This design comes from an exercise in tuning for small area, a short achievable clock period and few clock cycles per item on the open sky130 flow, not from production work. Function was not checked in any run shown here: the RTL went through the layout flow alone. No activity file was given, so power comes from the tool's default toggle rates.

==> flow/design.v, too long to show whole: its modules and the start of the top module <==
// module fir: 647 lines
module fir (
    input  wire        ap_clk,
    input  wire        ap_rst,
    input  wire        ap_start,
    output wire        ap_done,
    output wire        ap_idle,
    output wire        ap_ready,
    output wire [31:0] y,
    output wire        y_ap_vld,
    output wire [3:0]  c_address0,
    output wire        c_ce0,
    input  wire [31:0] c_q0,
    input  wire [31:0] x
);
  // ...
==> flow/flow/run.sh <==
#!/bin/bash
# Standard ORFS layout, with two changes:
#  1. after the standard synthesis, flow/polarity.py re-chooses the polarity of the full adders
#     and XOR gates to drop inverters (same function, same registers);
#  2. ports are buffered with buf_2 instead of the flow's default buffer.
set -euo pipefail
W=$(pwd)
R=$W/orfs/results/$FLOW_PLATFORM/fir/base
bash standard.sh "$R/1_2_yosys.v" > synth.log 2>&1
cp "$R/1_2_yosys.v" "$W/1_2_yosys_standard.v"
python3 flow/polarity.py "$W/1_2_yosys_standard.v" "$R/1_2_yosys.v" > polarity.log 2>&1
export BUFFER_PORTS_ARGS="-buffer_cell sky130_fd_sc_hd__buf_2"
bash standard.sh > layout.log 2>&1
==> flow/flow/polarity.py <==
#!/usr/bin/env python3
"""Re-choose the polarity of full adders and XOR gates in a mapped sky130 netlist so that
fewer inverters are needed.  A full adder is self-dual (inverting all three inputs inverts
both outputs) and an XOR/XNOR gate absorbs an inversion on any pin by swapping xor2<->xnor2,
so inverters next to them can often be removed.  The function of the netlist is unchanged.

usage: polarity.py IN.v OUT.v
"""
import re, sys, collections

src = open(sys.argv[1]).read()

# --- parse the single flat module ------------------------------------------------------
inst_re = re.compile(r'^\s*(sky130_fd_sc_hd__\w+)\s+(\S+)\s*\((.*?)\);\s*$', re.S | re.M)
pin_re = re.compile(r'\.(\w+)\(\s*([^()]*?)\s*\)')
OUTS = {'X', 'Y', 'Q', 'Q_N', 'SUM', 'COUT', 'HI', 'LO'}

insts = []
for m in inst_re.finditer(src):
    typ, name, body = m.group(1), m.group(2), m.group(3)
    pins = [(p, n) for p, n in pin_re.findall(body)]
    insts.append({'type': typ, 'name': name, 'pins': pins, 'span': m.span()})

def base(t):
    return re.sub(r'^sky130_fd_sc_hd__', '', t)

def kind(t):
    b = base(t)
    if re.match(r'(clk)?inv_\d+$', b): return 'inv'
    if re.match(r'fa_\d+$', b): return 'fa'
    if re.match(r'xor2_\d+$', b): return 'xor'
    if re.match(r'xnor2_\d+$', b): return 'xnor'
    return 'other'

driver = {}
loads = collections.defaultdict(list)   # net -> [(inst idx, pin)]
for i, c in enumerate(insts):
    c['kind'] = kind(c['type'])
    for p, n in c['pins']:
        if p in OUTS:
            driver[n] = (i, p)
        else:
            loads[n].append((i, p))

port_nets = set()
for m in re.finditer(r'^\s*(input|output|inout)\s+(\[[^\]]*\]\s*)?([^;]+);', src, re.M):
    for n in m.group(3).split(','):
        port_nets.add(n.strip())
def is_port(n):
    b = re.sub(r'\[\d+\]$', '', n.strip())
    return n in port_nets or b in port_nets

# --- logical signals: collapse inverters that touch an FA or XOR ---------------------------
# an inverter is collapsible when its input net is not a port and its output net is not a port
# and the output feeds only cells (no port)
def flexible(i):
    return insts[i]['kind'] in ('fa', 'xor', 'xnor')

coll = set()
for i, c in enumerate(insts):
    if c['kind'] != 'inv':
        continue
    a = dict(c['pins'])['A']; y = dict(c['pins'])['Y']
    if is_port(a) or is_port(y) or a not in driver:
        continue
    d = driver[a][0]
    touches = flexible(d) or any(flexible(j) for j, _ in loads[y])
    if touches and all(insts[j]['kind'] != 'inv' for j, _ in loads[y]):
        coll.add(i)

# root(net) -> (root net, parity)
inv_of = {}
for i in coll:
    pd = dict(insts[i]['pins']); inv_of[pd['Y']] = pd['A']
def root(n):
    par = 0
    while n in inv_of:
        n = inv_of[n]; par ^= 1
    return n, par

# signal = root net; consumers: (inst, pin, extra parity)
sig_cons = collections.defaultdict(list)
for i, c in enumerate(insts):
    if i in coll:
        continue
    for p, n in c['pins']:
        if p in OUTS:
            continue
        r, par = root(n)
        sig_cons[r].append((i, p, par))

# variables: FA flip f[i]; XOR output flip q[i]
var = {i: 0 for i, c in enumerate(insts) if c['kind'] in ('fa', 'xor', 'xnor') and i not in coll}

def drv_pol(sig):
    if sig in driver:
        i, p = driver[sig]
        if i in var:
            return var[i]
    return 0

def req(i, par):
    """polarity (relative to the signal) that consumer i needs on a pin fed with parity par"""
    k = insts[i]['kind']
    if k == 'fa':
        return var[i] ^ par
    if k in ('xor', 'xnor'):
        return None            # takes either
    return par

def sig_cost(sig):
    d = drv_pol(sig)
    need_other = False
    for i, p, par in sig_cons.get(sig, []):
        r = req(i, par)
        if r is not None and r != d:
            need_other = True
    # a port driven with the wrong polarity also needs an inverter
    return 1 if need_other else 0

# signals touched by each variable
touch = collections.defaultdict(set)
for i in var:
    for p, n in insts[i]['pins']:
        if p in OUTS:
            touch[i].add(n)
        elif insts[i]['kind'] == 'fa':
            touch[i].add(root(n)[0])
fixed_out = set()
for n in driver:
    if is_port(n):
        fixed_out.add(n)

def can_flip(i):
    for p, n in insts[i]['pins']:
        if p in OUTS and (is_port(n) or n in fixed_out):
            return False
    return True

before = sum(sig_cost(s) for s in set(sig_cons) | set(driver))
improved = True
rounds = 0
while improved and rounds < 50:
    improved = False; rounds += 1
    for i in var:
        if not can_flip(i):
            continue
        sigs = touch[i]
        c0 = sum(sig_cost(s) for s in sigs)
        var[i] ^= 1
        c1 = sum(sig_cost(s) for s in sigs)
        if c1 < c0:
            improved = True
        else:
            var[i] ^= 1
after = sum(sig_cost(s) for s in set(sig_cons) | set(driver))

# --- rewrite ------------------------------------------------------------------------------
# physical net of signal s with polarity d = drv_pol(s) is the root net itself (driver output).
# the opposite polarity is a new inverter output net.
inv_net = {}
new_cells = []
cnt = [0]
def other(sig):
    if sig not in inv_net:
        cnt[0] += 1
        nn = f'_pol{cnt[0]}_'
        inv_net[sig] = nn
        sp = ' ' if sig.startswith(chr(92)) else ''
        new_cells.append(f'  sky130_fd_sc_hd__inv_1 _polinv{cnt[0]}_ (\n    .A({sig}{sp}),\n    .Y({nn})\n  );\n')
    return inv_net[sig]

new_type = {}
new_pins = {}
for i, c in enumerate(insts):
    if i in coll:
        continue
    k = c['kind']
    pins = []
    parity = 0
    for p, n in c['pins']:
        if p in OUTS:
            pins.append((p, n)); continue
        sig, par = root(n)
        d = drv_pol(sig)
        r = req(i, par)
        if r is None:          # XOR consumer: take the driver's polarity
            r = d
            parity ^= d ^ par  # received value = wanted ^ (d ^ par)
        pins.append((p, sig if r == d else other(sig)))
    new_pins[i] = pins
    if k in ('xor', 'xnor'):
        inv = parity ^ var[i] ^ (1 if k == 'xnor' else 0)
        t = c['type']
        size = re.search(r'_(\d+)$', t).group(1)
        new_type[i] = f'sky130_fd_sc_hd__{"xnor2" if inv else "xor2"}_{size}'
        outp = 'Y' if inv else 'X'     # xnor2 drives Y, xor2 drives X
        new_pins[i] = [((outp if p in OUTS else p), n) for p, n in new_pins[i]]

# nets that lost their driver (collapsed inverter outputs) are simply left unused
out = []
last = 0
for i, c in enumerate(insts):
    s, e = c['span']
    out.append(src[last:s])
    last = e
    if i in coll:
        continue
    t = new_type.get(i, c['type'])
    body = ',\n'.join(f'    .{p}({n}{" " if n.startswith(chr(92)) else ""})' for p, n in new_pins[i])
    out.append(f'  {t} {c["name"]} (\n{body}\n  );')
tail = src[last:]
em = tail.rfind('endmodule')
out.append(tail[:em])
# declare new nets
decl = ''.join(f'  wire {inv_net[s]};\n' for s in inv_net)
out.append(decl + ''.join(new_cells) + tail[em:])
txt = ''.join(out)
open(sys.argv[2], 'w').write(txt)
ninv_before = sum(1 for c in insts if c['kind'] == 'inv')
sys.stderr.write(f'polarity: {len(coll)} inverters collapsed, {len(new_cells)} added '
                 f'(cost {before} -> {after}), {ninv_before} inverters before\n')
==> flow/standard.sh <==
#!/bin/bash
# synth_recipe.tcl (not shown) runs the flow's synth.tcl, then flattens the netlist and writes it again
# the make line also repeats each setting of config.mk as NAME=value (left out here)
make -C /OpenROAD-flow-scripts/flow DESIGN_CONFIG=/design/flow/config.mk WORK_HOME=/design/flow/orfs CLKGATE_MAP_FILE= SYNTH_SCRIPT=/design/flow/synth_recipe.tcl "${@:-finish}"
==> flow/config.mk <==
export PLATFORM = sky130hd
export DESIGN_NAME = fir
export DESIGN_NICKNAME = fir
export VERILOG_FILES = /design/flow/design.v
export SDC_FILE = /design/flow/constraint.sdc
export NUM_CORES = 4
export LEC_CHECK = 0
export CAP_MARGIN = 20
export CORE_MARGIN = 2
export CORE_UTILIZATION = 60
export CTS_BUF_LIST = sky130_fd_sc_hd__clkbuf_8
export CTS_CLUSTER_DIAMETER = 60
export CTS_CLUSTER_SIZE = 16
export PLACE_DENSITY = 0.7
export SETUP_SLACK_MARGIN = 4.7
export SLEW_MARGIN = 20
==> flow/constraint.sdc <==
create_clock -name core_clock -period 8.5 [get_ports {ap_clk}]
set_input_delay 1.7000 -clock core_clock [delete_from_list [all_inputs] [get_ports {ap_clk}]]
set_output_delay 1.7000 -clock core_clock [all_outputs]
set_load 0.01 [all_outputs]
==> impl_metrics.py, run 1 <==
metrics = {
    "setup_path": {
        "path_depth": 9,
        "crit_path_max_incr_delay_ns": 0.58,
        "arrival_ns": 4.52,
        "required_ns": 9.04,
        "worstPathCellList": "a22oi_2 -> xor2_2 -> fa_1 -> fa_2 -> fa_2 -> fa_1 -> fa_1 -> fa_1 -> inv_1",
        "cp_slowest_cell": "dfxtp_2",
        "critPathLaunch": "c_reg[25]$_DFF_P_",
    },
    "cells_and_area": {
        "fin_nets": 2548,
        "final_cell_mix": "425 x dfxtp_1, 250 x a22oi_1, 192 x fa_1",
        "layout.nonclk_buf_share_pct": 6.215,
        "seqCellArea_um2": 9773,
        "layout-drive-gt1-share_pct": 20.95,
        "regMostFlops": "ring",
        "fillCellCount": 2982,
        "multi_input_area_share_pct": 50.94,
    },
    "sta": {
        "final.setup.tns_ns": 0,
        "max_freq_mhz": 251.5,
        "setup_violations": 0,
        "worst_pin_slew_ns": 0.6499,
    },
    "synth": {
        "avgSynthCellArea_um2": 11.42,
        "synth_warnings": 2,
    },
    "drt": {
        "wl_met1_um": 25180,
        "drt_wl_total_um": 66290,
    },
    "power": {
        "p_seq_uw": 2430,
        "seqPwrFrac_pct": 54.1,
        "max-vdd-ir-drop_v": 0.0001977,
    },
    "placement": {
        "dp_slack_ns": 3.976,
        "hpwl_um": 43030,
    },
    "clock_network": {
        "cts_max_level": 2,
        "cts_buffers": 42,
        "post-cts-setup-buffers": 28,
    },
    "global_routing": {
        "track_usage_pct": 31.55,
        "gr-total-overflow": 0,
    },
    "floorplan": {
        "rows": 73,
        "ioPinCount": 108,
    },
    "worst_hold_path": {
        "hold_path_class": "flip-flop to flip-flop",
    },
    "outcome": {
        "status": "complete, no violations",
    },
}
==> inputs of run 2 (changes only) <==
--- a/flow/config.mk
+++ b/flow/config.mk
@@ -8,9 +8,9 @@
 export CAP_MARGIN = 20
 export CORE_MARGIN = 2
-export CORE_UTILIZATION = 60
+export CORE_UTILIZATION = 70
 export CTS_BUF_LIST = sky130_fd_sc_hd__clkbuf_8
 export CTS_CLUSTER_DIAMETER = 60
 export CTS_CLUSTER_SIZE = 16
-export PLACE_DENSITY = 0.7
+export PLACE_DENSITY = 0.78
 export SETUP_SLACK_MARGIN = 4.7
 export SLEW_MARGIN = 20
==> impl_metrics.py, run 2 <==
metrics = {
    "sta": {
        "period_needed_ns": 3.902,
        "hold_ws_ns": 0.2792,
        "max_freq_mhz": 256.3,
        "final_hold_viol_count": 0,
        "rsz0062_at_grt": "true",
        "slew_violations": 0,
        "fin_worst_skew_ns": 0.06796,
        "worst_pin_slew_ns": 0.7106,
        "setup_violations": 0,
        "final.setup.tns_ns": 0,
        "fin_crit_sh_pct": 45.91,
        "relSlewSlack_pct": 51.88,
        "layout_setup_ws_ns": 4.598,
    },
    "flow_run": {
        "cap_violations": 0,
    },
    "drt": {
        "firstDrtPassIters": 11,
        "wl_per_cell_um": 25.45,
        "drt_wl_total_um": 67420,
        "antenna_left": 0,
        "drc": 0,
        "viasPerCell": 6.288,
        "dr_total_vias": 16660,
        "drt-initial-drc-count": 1820,
    },
    "power": {
        "intPower_uw": 3182,
        "p_clk_share_pct": 27.7,
        "powerDensity_nw_per_um2": 164.8,
        "max-vdd-ir-drop_v": 0.0002723,
        "seqPwrFrac_pct": 54.5,
        "swShare_pct": 28.85,
        "leakage_uw": 0.009620,
        "p_sw_uw": 1290,
        "power.share.combinational_pct": 17.7,
    },
    "setup_path": {
        "required_ns": 9.04,
        "crit_path_max_incr_delay_ns": 0.55,
        "path_delay_family": "adder cells",
        "crit_fanout": 8,
        "cp_slowest_cell": "fa_2",
        "critPathLaunch": "clr$_SDFF_PP0_",
        "ff2ff_setup_slack_ns": 4.60,
        "start_kind": "flip-flop",
        "critPathMostFrequentCell": "fa_2",
        "end_kind": "flip-flop",
        "path_buf_inv": 2,
        "worstSetupPathType": "flip-flop to flip-flop",
        "worstPathCellList": "buf_12 -> nand2b_4 -> fa_2 -> fa_2 -> fa_2 -> fa_2 -> fa_2 -> fa_2 -> fa_2 -> inv_1",
        "arrival_ns": 4.44,
        "r2r_start": "clr$_SDFF_PP0_",
    },
    "global_routing": {
        "grt_max_degree": 62,
        "grt_pass1_wl_um": 99660,
        "antenna_found_initial": 3,
        "gr-total-overflow": 0,
        "grt_pass1_vias": 17310,
        "track_usage_pct": 36.77,
    },
    "synth": {
        "syn_inst": 2103,
        "syn_nets": 2469,
        "avgSynthCellArea_um2": 11.42,
        "netlist_area_um2": 24010,
        "synth_warnings": 2,
    },
    "cells_and_area": {
        "layout-drive-gt1-share_pct": 21.63,
        "diodes": 0,
        "fin_nets": 2554,
        "syn_to_final_growth_pct": 13.02,
        "largest_reg_flops": 320,
        "regMostFlops": "ring",
        "final_cell_mix": "424 x dfxtp_1, 249 x a22oi_1, 180 x fa_1",
        "layout_commonest_cell": "dfxtp_1",
    },
    "floorplan": {
        "die_h_um": 189.2,
        "ioPinCount": 108,
        "coreArea_um2": 33620,
        "rows": 67,
        "die-width_um": 189.2,
        "dieArea_um2": 35790,
        "floorplan.initialDensity_pct": 71.41,
    },
    "clock_network": {
        "cts_buffers": 39,
        "cts_num_sinks": 480,
        "cts_tree": "yes",
        "cts_max_level": 2,
        "worstSkewPairLatency_ns": 0.63,
        "cts_root_buffer": "clkbuf_8",
        "cts_hold_buf": 0,
        "clkSlewWorstSetupHoldPaths_ns": 0.10,
        "clock_path_buffers": 3,
    },
    "worst_hold_path": {
        "hp-start": "ring[7][17]$_DFF_P_",
        "hold_path_class": "flip-flop to flip-flop",
    },
    "placement": {
        "port_buffers": 107,
        "gp_congestion": 0.9910,
        "dp_slack_ns": 4.145,
        "hpwl_um": 42310,
    },
    "outcome": {
        "status": "complete, no violations",
    },
}
[run 2: routing by layer]
metal  vias to the layer above  wire length (µm)  track usage (%)
met5                         -                13                0
met4                         2              4926            19.56
met1                      8092             24820            47.03
met3                       335              7130            8.452
met2                      1079             30530            58.65
li1                       7149                 -                -
[run 2: power by group through the flow]
stage | registers [µW] | logic (µW) | clock network [µW]
2_1_floorplan | 2450 | 540 | 0
3_3_place_gp | 2480 | 685 | 0
3_5_place_dp | 2480 | 707 | 0
4_1_cts | 2430 | 759 | 1250
5_1_grt | 2440 | 881 | 1330
6_report | 2440 | 794 | 1240
[run 2: path summary, 6_finish.rpt]
path | end | cells past startpoint
setup reg to reg | acc_c[29]$_DFF_P_ | 10
hold reg to reg | ring[6][17]$_DFF_P_ | 0
hold / removal | ring[6][17]$_DFF_P_ | 0
setup / recovery | acc_c[29]$_DFF_P_ | 10
[run 2: metrics by stage]
stage	utilization, %	total power (µW)	area, µm²	instances
floorplan	-	2985	24470	2103
global placement	74.11	3166	24910	2536
detailed placement	74.11	3191	24910	2536
CTS	78.91	4444	26530	2628
global route	80.72	4659	27130	2649
finish	80.72	4472	27130	2649
[run 2: timing repair]
item	4_1_cts	5_1_grt
setup endpoints to repair	32	28
pin swaps	37	62
setup buffers	32	13
gates cloned	6	8
resized for setup	145	83
[run 2: area by class of cell]
| cell class | instances | area [µm²] |
|---|---|---|
| clock buffer | 42 | 578.1 |
| multi-input combinational | 1358 | 13860 |
| inverter | 111 | 435.4 |
| fill | 1953 | 6482 |
| clock inverter | 12 | 120.1 |
| sequential | 480 | 9779 |
| tap | 448 | 560.5 |
| timing repair buffer | 198 | 1802 |
==> inputs of run 3 (changes only) <==
--- a/flow/config.mk
+++ b/flow/config.mk
@@ -12,5 +12,6 @@
 export CTS_CLUSTER_DIAMETER = 60
 export CTS_CLUSTER_SIZE = 16
+export GPL_TIMING_DRIVEN = 1
 export PLACE_DENSITY = 0.78
-export SETUP_SLACK_MARGIN = 4.7
+export SETUP_SLACK_MARGIN = 4.8
 export SLEW_MARGIN = 20
==> impl_metrics.py, run 3 <==
metrics = {
    "drt": {
        "antenna_left": 0,
        "viasPerCell": 6.428,
        "dr_total_vias": 17110,
        "drc": 0,
        "firstDrtPassIters": 7,
        "drt_wl_total_um": 68620,
        "drt-initial-drc-count": 2253,
        "wl_per_cell_um": 25.78,
    },
    "clock_network": {
        "cts_tree": "yes",
        "cts_buffers": 41,
        "cts_hold_buf": 0,
        "clkSlewWorstSetupHoldPaths_ns": 0.09,
        "cts_max_level": 2,
        "clock_path_buffers": 3,
        "cts_num_sinks": 480,
        "cts_root_buffer": "clkbuf_8",
        "worstSkewPairLatency_ns": 0.68,
    },
    "cells_and_area": {
        "regMostFlops": "ring",
        "layout-drive-gt1-share_pct": 22.59,
        "final_cell_mix": "426 x dfxtp_1, 242 x a22oi_1, 173 x xor2_1",
        "largest_reg_flops": 320,
        "syn_to_final_growth_pct": 14.32,
        "layout_commonest_cell": "dfxtp_1",
        "fillCellCount": 1941,
        "layoutNonFillerInstCount": 2662,
        "fin_nets": 2567,
    },
    "setup_path": {
        "reg2regPathDepth": 10,
        "start_kind": "flip-flop",
        "critPathLaunch": "clr$_SDFF_PP0_",
        "crit_fanout": 8,
        "arrival_ns": 4.49,
        "r2r_start": "clr$_SDFF_PP0_",
        "critPathMostFrequentCell": "fa_2",
        "ff2ff_setup_slack_ns": 4.63,
        "required_ns": 9.12,
        "cp_slowest_cell": "fa_2",
        "worstReg2RegEnd": "acc_c[29]$_DFF_P_",
        "crit_path_max_incr_delay_ns": 0.54,
        "end_kind": "flip-flop",
        "crit_end": "acc_c[29]$_DFF_P_",
        "worstPathCellList": "buf_6 -> nand2b_4 -> fa_2 -> fa_2 -> fa_2 -> fa_2 -> fa_2 -> fa_2 -> fa_1 -> inv_1",
        "worstSetupPathType": "flip-flop to flip-flop",
    },
    "synth": {
        "synth_warnings": 2,
        "netlist_area_um2": 24010,
        "syn_inst": 2103,
        "syn_nets": 2469,
        "avgSynthCellArea_um2": 11.42,
    },
    "global_routing": {
        "grt_pass1_wl_um": 104100,
        "antenna_found_initial": 3,
        "gr-total-overflow": 0,
        "track_usage_pct": 38.87,
        "grt_pass1_vias": 17850,
        "grt_max_degree": 49,
    },
    "power": {
        "intPower_uw": 3196,
        "power.share.combinational_pct": 17.9,
        "p_sw_uw": 1329,
        "p_total_uw": 4525,
        "p_clk_share_pct": 28.2,
        "swShare_pct": 29.38,
        "seqPwrFrac_pct": 54.0,
        "max-vdd-ir-drop_v": 0.0002496,
        "powerDensity_nw_per_um2": 164.9,
        "leakage_uw": 0.009780,
    },
    "sta": {
        "fin_worst_skew_ns": 0.07037,
        "final_hold_viol_count": 0,
        "rsz0062_at_grt": "true",
        "final.setup.tns_ns": 0,
        "period_needed_ns": 3.869,
        "slew_violations": 0,
        "relSlewSlack_pct": 55.13,
        "fin_crit_sh_pct": 45.51,
        "worst_pin_slew_ns": 0.6730,
        "setup_violations": 0,
        "max_freq_mhz": 258.5,
    },
    "worst_hold_path": {
        "hp-start": "ring[1][25]$_DFF_P_",
        "hold_path_class": "flip-flop to flip-flop",
    },
    "floorplan": {
        "coreArea_um2": 33620,
        "ioPinCount": 108,
        "rows": 67,
        "dieArea_um2": 35790,
        "die-width_um": 189.2,
        "floorplan.initialDensity_pct": 71.41,
        "die_h_um": 189.2,
    },
    "placement": {
        "port_buffers": 107,
        "placedCellCount": 2535,
        "gp_congestion": 0.9545,
        "hpwl_um": 42560,
    },
    "flow_run": {
        "cap_violations": 0,
    },
    "outcome": {
        "status": "complete, no violations",
    },
}
run 3: stage by stage:
step                      setup slack, ns  utilization (%)  area (µm²)  hold WS [ns]
after CTS                           4.649            80.62       27100        0.2911
after detailed placement            4.040            74.22       24950        0.3121
final                               4.631            81.64       27450        0.2681
after global placement              4.071            74.22       24950        0.3096
after floorplan                     4.711                -       24540        0.3096
after global routing                4.591            81.64       27440        0.2973
run 3: power groups by stage:
| stage | logic [µW] | clock network [µW] | registers, µW |
|---|---|---|---|
| after floorplan | 543 | 0 | 2440 |
| after global placement | 681 | 0 | 2490 |
| after detailed placement | 711 | 0 | 2490 |
| after CTS | 771 | 1300 | 2430 |
| after global routing | 890 | 1380 | 2450 |
| final | 808 | 1270 | 2440 |
run 3: worst min-delay path by stage:
stage	cells past startpoint	slack, ns	end
floorplan	0	0.31	ring[0][0]$_DFF_P_
global placement	0	0.31	ring[5][15]$_DFF_P_
detailed placement	0	0.31	ring[0][0]$_DFF_P_
CTS	0	0.29	ring[0][25]$_DFF_P_
global route	0	0.30	ring[0][25]$_DFF_P_
finish	0	0.27	ring[0][25]$_DFF_P_
run 3: what timing repair did:
action                                  4_1_cts  5_1_grt
gates cloned                                 12        2
pin swaps                                    44       38
buffers inserted                             50        7
resized for setup                           173       61
endpoints found under the setup margin       40       34
run 3: per-layer routing:
metal	vias up	wire (µm)	track usage, %
met2	1166	30590	59.81
li1	7193	-	-
met1	8353	24700	48.52
met5	-	13	0
met4	2	5545	24.67
met3	397	7775	11.14
run 3: area by class of cell:
class / instances / area [µm²] / share of cell area (%)
Clock inverter: 13 / 148.9 / 0.5425
Inverter: 111 / 435.4 / 1.587
Clock buffer: 42 / 578.1 / 2.106
Multi-Input combinational cell: 1358 / 13900 / 50.63
Tap cell: 448 / 560.5 / 2.042
Timing Repair Buffer: 209 / 2042 / 7.440
Antenna cell: 1 / 2.502 / 0.009118
Sequential cell: 480 / 9782 / 35.64
run 3: critical path: cells and delay by family, from the launching register on:
family | cells | cell delay [ns]
buffers and inverters | 2 | 0.23
flip-flops | 1 | 0.43
adder cells (fa/ha/maj) | 7 | 3.01
AND/OR/NAND/NOR | 1 | 0.14
==> inputs of run 4 (changes only) <==
--- a/flow/config.mk
+++ b/flow/config.mk
@@ -6,5 +6,5 @@
 export NUM_CORES = 4
 export LEC_CHECK = 0
-export CAP_MARGIN = 20
+export CAP_MARGIN = 5
 export CORE_MARGIN = 2
 export CORE_UTILIZATION = 70
@@ -12,6 +12,6 @@
 export CTS_CLUSTER_DIAMETER = 60
 export CTS_CLUSTER_SIZE = 16
-export GPL_TIMING_DRIVEN = 1
 export PLACE_DENSITY = 0.78
-export SETUP_SLACK_MARGIN = 4.8
-export SLEW_MARGIN = 20
+export SETUP_SLACK_MARGIN = 4.7
+export SLEW_MARGIN = 5
+export TNS_END_PERCENT = 30
==> impl_metrics.py, run 4 <==
metrics = {
    "flow_run": {
        "cap_violations": 0,
    },
    "clock_network": {
        "cts_max_level": 2,
        "worstSkewPairLatency_ns": 0.64,
        "cts_buffers": 39,
        "cts_num_sinks": 480,
        "cts_tree": "yes",
        "clkSlewWorstSetupHoldPaths_ns": 0.10,
        "cts_root_buffer": "clkbuf_8",
        "clock_path_buffers": 3,
        "cts_hold_buf": 0,
    },
    "power": {
        "swShare_pct": 28.77,
        "seqPwrFrac_pct": 54.6,
        "leakage_uw": 0.009572,
        "max-vdd-ir-drop_v": 0.0002700,
        "power.share.combinational_pct": 17.6,
        "p_sw_uw": 1283,
        "p_clk_share_pct": 27.8,
        "powerDensity_nw_per_um2": 165.0,
        "intPower_uw": 3176,
    },
    "setup_path": {
        "worstPathCellList": "a22oi_2 -> xor2_2 -> fa_2 -> fa_1 -> fa_2 -> fa_2 -> fa_1 -> fa_1 -> inv_1",
        "crit_path_max_incr_delay_ns": 0.58,
        "cp_slowest_cell": "dfxtp_2",
        "arrival_ns": 4.43,
        "start_kind": "flip-flop",
        "crit_fanout": 12,
        "end_kind": "flip-flop",
        "required_ns": 9.04,
        "worstSetupPathType": "flip-flop to flip-flop",
    },
    "cells_and_area": {
        "layout_commonest_cell": "dfxtp_1",
        "fin_nets": 2548,
        "seqCellArea_um2": 9779,
        "largest_reg_flops": 320,
        "multiInputGateArea_um2": 13800,
        "fillCellCount": 1979,
        "regMostFlops": "ring",
        "syn_to_final_growth_pct": 12.58,
        "layout-drive-gt1-share_pct": 20.77,
        "final_cell_mix": "424 x dfxtp_1, 253 x a22oi_1, 187 x fa_1",
    },
    "global_routing": {
        "grt_pass1_vias": 17340,
        "track_usage_pct": 36.71,
        "grt_max_degree": 62,
        "grt_pass1_wl_um": 99440,
        "gr-total-overflow": 0,
        "antenna_found_initial": 3,
    },
    "outcome": {
        "status": "complete, no violations",
    },
    "sta": {
        "slew_violations": 0,
        "fin_worst_skew_ns": 0.06913,
        "worst_pin_slew_ns": 0.8152,
        "rsz0062_at_grt": "true",
        "layout_setup_ws_ns": 4.614,
        "setup_violations": 0,
        "final.setup.tns_ns": 0,
        "max_freq_mhz": 257.4,
        "fin_crit_sh_pct": 45.71,
        "period_needed_ns": 3.886,
        "relSlewSlack_pct": 44.80,
        "final_hold_viol_count": 0,
    },
    "synth": {
        "syn_inst": 2103,
        "synth_warnings": 2,
        "netlist_area_um2": 24010,
        "avgSynthCellArea_um2": 11.42,
        "syn_nets": 2469,
    },
    "floorplan": {
        "floorplan.initialDensity_pct": 71.41,
        "die-width_um": 189.2,
        "ioPinCount": 108,
        "dieArea_um2": 35790,
        "rows": 67,
        "coreArea_um2": 33620,
        "die_h_um": 189.2,
    },
    "placement": {
        "gp_congestion": 0.9910,
        "dp_slack_ns": 4.145,
        "hpwl_um": 42310,
        "port_buffers": 107,
    },
    "drt": {
        "drc": 0,
        "drt-initial-drc-count": 1764,
        "dr_total_vias": 16560,
        "antenna_left": 0,
        "viasPerCell": 6.265,
        "wl_per_cell_um": 25.36,
        "firstDrtPassIters": 10,
        "drt_wl_total_um": 67050,
    },
    "worst_hold_path": {
        "hold_path_class": "flip-flop to flip-flop",
    },
}
-- run 4: what timing repair did --
action | in CTS | in global routing
gates cloned | 6 | 8
pin swaps | 34 | 39
resized for setup | 135 | 76
endpoints found under the setup margin | 32 | 31
buffers inserted | 27 | 12
-- run 4: worst paths after layout --
path / depth (start not counted) / slack [ns] / from / to
setup reg to reg: 9 / 4.61 / c_reg[21]$_DFF_P_ / acc_c[28]$_DFF_P_
hold / removal: 0 / 0.27 / ring[7][17]$_DFF_P_ / ring[6][17]$_DFF_P_
hold reg to reg: 0 / 0.27 / ring[7][17]$_DFF_P_ / ring[6][17]$_DFF_P_
setup / recovery: 9 / 4.61 / c_reg[21]$_DFF_P_ / acc_c[28]$_DFF_P_
-- run 4: layout make-up --
type                            instances  area share (%)
Multi-Input combinational cell       1358           51.05
Sequential cell                       480           36.18
Timing Repair Buffer                  192           6.486
Clock buffer                           42           2.139
Tap cell                              448           2.074
Inverter                              111           1.611
Clock inverter                         12          0.4444
Antenna cell                            1        0.009259
-- run 4: critical path: cells and delay by family, from the launching register on --
kind            cells  cell delay, ns
flops               1            0.58
buf+inv             1            0.04
compound gates      1            0.17
xor+xnor            1            0.26
fa+ha+maj           6            2.75
-- run 4: metrics by stage --
stage,utilization [%],cell area (µm²),hold slack (ns),total power (µW),cells
floorplan,-,24470,0.3096,2985,2103
finish,80.40,27030,0.2743,4459,2644
global placement,74.11,24910,0.3101,3166,2536
global route,80.39,27020,0.2949,4645,2643
CTS,78.72,26460,0.2935,4435,2623
detailed placement,74.11,24910,0.3121,3191,2536
-- run 4: metal layers --
metal	global-route usage, %	part of all wire (%)	vias to the layer above
met2	58.30	45	1056
met4	20.25	7.7	2
met1	46.50	37	8026
met3	8.990	11	342
met5	0	0.019	-
li1	-	-	7138
-- run 4: power groups by stage --
| stage | registers [µW] | logic, µW | clock network [µW] |
|---|---|---|---|
| 2_1_floorplan | 2450 | 540 | 0 |
| 3_3_place_gp | 2480 | 685 | 0 |
| 3_5_place_dp | 2480 | 707 | 0 |
| 4_1_cts | 2430 | 751 | 1250 |
| 5_1_grt | 2440 | 869 | 1330 |
| 6_report | 2440 | 784 | 1240 |
==> inputs of run 5 (changes only) <==
==> flow/config.mk (replaced) <==
export PLATFORM = sky130hd
export DESIGN_NAME = fir
export DESIGN_NICKNAME = fir
export VERILOG_FILES = /design/flow/design.v
export SDC_FILE = /design/flow/constraint.sdc
export NUM_CORES = 4
export LEC_CHECK = 0
export CAP_MARGIN = 0
export CORE_MARGIN = 2
export CORE_UTILIZATION = 72
export CTS_BUF_LIST = sky130_fd_sc_hd__clkbuf_8
export CTS_CLUSTER_DIAMETER = 60
export CTS_CLUSTER_SIZE = 16
export PLACE_DENSITY = 0.8
export SETUP_SLACK_MARGIN = 4.7
export SLEW_MARGIN = 0
export TNS_END_PERCENT = 10
==> impl_metrics.py, run 5 <==
metrics = {
    "clock_network": {
        "cts_tree": "yes",
        "cts_hold_buf": 0,
        "clkSlewWorstSetupHoldPaths_ns": 0.10,
        "cts_buffers": 40,
        "cts_max_level": 2,
        "cts_num_sinks": 480,
        "clock_path_buffers": 3,
        "cts_root_buffer": "clkbuf_8",
        "worstSkewPairLatency_ns": 0.62,
    },
    "global_routing": {
        "grt_pass1_wl_um": 101300,
        "antenna_found_initial": 0,
        "grt_pass1_vias": 17720,
        "track_usage_pct": 38.11,
        "gr-total-overflow": 0,
        "grt_max_degree": 62,
    },
    "setup_path": {
        "r2r_start": "bone[2]$_DFF_P_",
        "required_ns": 9.07,
        "cp_slowest_cell": "fa_2",
        "worstSetupPathType": "flip-flop to flip-flop",
        "start_kind": "flip-flop",
        "crit_path_max_incr_delay_ns": 0.55,
        "end_kind": "flip-flop",
        "worstPathCellList": "buf_12 -> a22oi_1 -> xor2_1 -> fa_2 -> fa_2 -> fa_2 -> fa_2 -> fa_2 -> fa_1 -> inv_1",
        "arrival_ns": 4.57,
        "crit_fanout": 14,
        "critPathLaunch": "bone[2]$_DFF_P_",
        "critPathMostFrequentCell": "fa_2",
    },
    "floorplan": {
        "coreArea_um2": 32700,
        "ioPinCount": 108,
        "dieArea_um2": 34820,
        "floorplan.initialDensity_pct": 73.41,
        "die-width_um": 186.6,
        "die_h_um": 186.6,
        "rows": 66,
    },
    "power": {
        "max-vdd-ir-drop_v": 0.0002237,
        "powerDensity_nw_per_um2": 165.8,
        "p_total_uw": 4511,
        "leakage_uw": 0.009624,
    },
    "outcome": {
        "status": "complete, no violations",
    },
    "flow_run": {
        "cap_violations": 0,
    },
    "drt": {
        "drt-initial-drc-count": 2321,
        "antenna_left": 0,
        "firstDrtPassIters": 10,
        "viasPerCell": 6.460,
        "dr_total_vias": 17100,
        "drc": 0,
        "drt_wl_total_um": 69520,
        "wl_per_cell_um": 26.27,
    },
    "placement": {
        "hpwl_um": 43040,
        "port_buffers": 107,
        "gp_congestion": 0.9987,
    },
    "cells_and_area": {
        "syn_to_final_growth_pct": 13.33,
        "layout_commonest_cell": "dfxtp_1",
        "seqCellArea_um2": 9786,
        "fillCellCount": 1796,
        "largest_reg_flops": 320,
        "fin_nets": 2558,
        "final_cell_mix": "423 x dfxtp_1, 240 x a22oi_1, 206 x fa_1",
        "multiInputGateArea_um2": 13810,
        "layout-drive-gt1-share_pct": 20.83,
        "regMostFlops": "ring",
    },
    "sta": {
        "rsz0062_at_grt": "true",
        "slew_violations": 0,
        "final_hold_viol_count": 0,
        "final.setup.tns_ns": 0,
        "fin_worst_skew_ns": 0.01678,
        "fin_crit_sh_pct": 46.96,
        "period_needed_ns": 3.991,
        "setup_violations": 0,
        "relSlewSlack_pct": 45.29,
        "worst_pin_slew_ns": 0.8206,
        "max_freq_mhz": 250.5,
    },
    "synth": {
        "avgSynthCellArea_um2": 11.42,
        "netlist_area_um2": 24010,
        "synth_warnings": 2,
        "syn_nets": 2469,
        "syn_inst": 2103,
    },
    "worst_hold_path": {
        "hold_path_class": "flip-flop to flip-flop",
        "hp-start": "ring[4][21]$_DFF_P_",
    },
}
==> run 5: final cells by class <==
| class | count | share of cell area, % |
|---|---|---|
| Sequential cell | 480 | 35.97 |
| Inverter | 111 | 1.614 |
| Antenna cell | 1 | 0.009198 |
| Clock inverter | 14 | 0.6576 |
| Multi-Input combinational cell | 1358 | 50.74 |
| Clock buffer | 40 | 2.023 |
| Tap cell | 442 | 2.033 |
| Timing Repair Buffer | 201 | 6.953 |
==> run 5: path summary, 6_finish.rpt <==
path         cells past startpoint                   to  slack, ns
max reg2reg                     10    acc_c[29]$_DFF_P_       4.51
min                              0  ring[3][21]$_DFF_P_       0.33
min reg2reg                      0  ring[3][21]$_DFF_P_       0.33
max                             10    acc_c[29]$_DFF_P_       4.51
==> run 5: power by group <==
part / total, µW / internal, µW / leakage [µW] / switching [µW]
sequential: 2430 / 2340 / 0.00395 / 91.8
clock: 1270 / 517 / 0.000373 / 757
combinational: 806 / 342 / 0.00530 / 464
total: 4510 / 3200 / 0.00962 / 1310
==> run 5: what timing repair did <==
item	in CTS	in global routing
gates resized for setup	159	83
setup endpoints to repair	34	28
gates cloned	4	9
pin swaps	24	69
buffers inserted	28	18
==> run 5: metal layers <==
| layer | vias up | track usage (%) | part of all wire [%] |
|---|---|---|---|
| met5 | - | 0.4121 | 0 |
| met4 | 0 | 23.81 | 8.3 |
| met3 | 440 | 10.72 | 13 |
| met2 | 1302 | 59.15 | 44 |
| met1 | 8198 | 47.40 | 35 |
| li1 | 7160 | - | - |
==> run 5: critical path, delay by kind of cell (launching register included) <==
kind	cells	cell delay, ns
AOI/OAI and AO/OA	1	0.25
xor gates and xnor gates	1	0.35
adders and majority gates	6	2.72
buffers and inverters	2	0.22
DFF	1	0.38
==> run 5: metrics by stage <==
stage / std cells / area, µm² / setup WS (ns) / utilization [%] / hold WS (ns)
6_report: 2647 / 27210 / 4.509 / 83.20 / 0.3251
3_3_place_gp: 2533 / 24890 / 3.870 / 76.12 / 0.3098
4_1_cts: 2619 / 26520 / 4.560 / 81.10 / 0.3285
3_5_place_dp: 2533 / 24890 / 3.768 / 76.12 / 0.3121
2_1_floorplan: 2103 / 24390 / 4.643 / - / 0.3096
5_1_grt: 2646 / 27200 / 4.532 / 83.19 / 0.3320

## port drivers added, routing unchanged
Ports are ideal in the flow. The routed layouts listed here were re-timed in OpenROAD.
Step 1 assumes that a clkbuf_16 drives the clock port and a buf_2 every other input.
Step 2 adds t to the input delays and takes it off the output delays; t is the mean of the earliest and latest rising clock arrival at the registers after step 1. Input paths then give back, and output paths get back, about the clock's delay inside the block.
Slacks: no drivers / after step 1 / after step 2; pairs: no drivers / after step 1.
run | t, ns | slack for setup (ns) | worst setup path after step 2
run 1 | 0.683 | 4.525 / 4.525 / 4.525 | register to register
run 2 | 0.652 | 4.598 / 4.598 / 4.598 | register to register
run 3 | 0.694 | 4.631 / 4.631 / 4.631 | register to register
run 4 | 0.652 | 4.614 / 4.614 / 4.614 | register to register
run 5 | 0.665 | 4.509 / 4.509 / 4.509 | register to register
After both steps setup and hold are still met in every run listed.
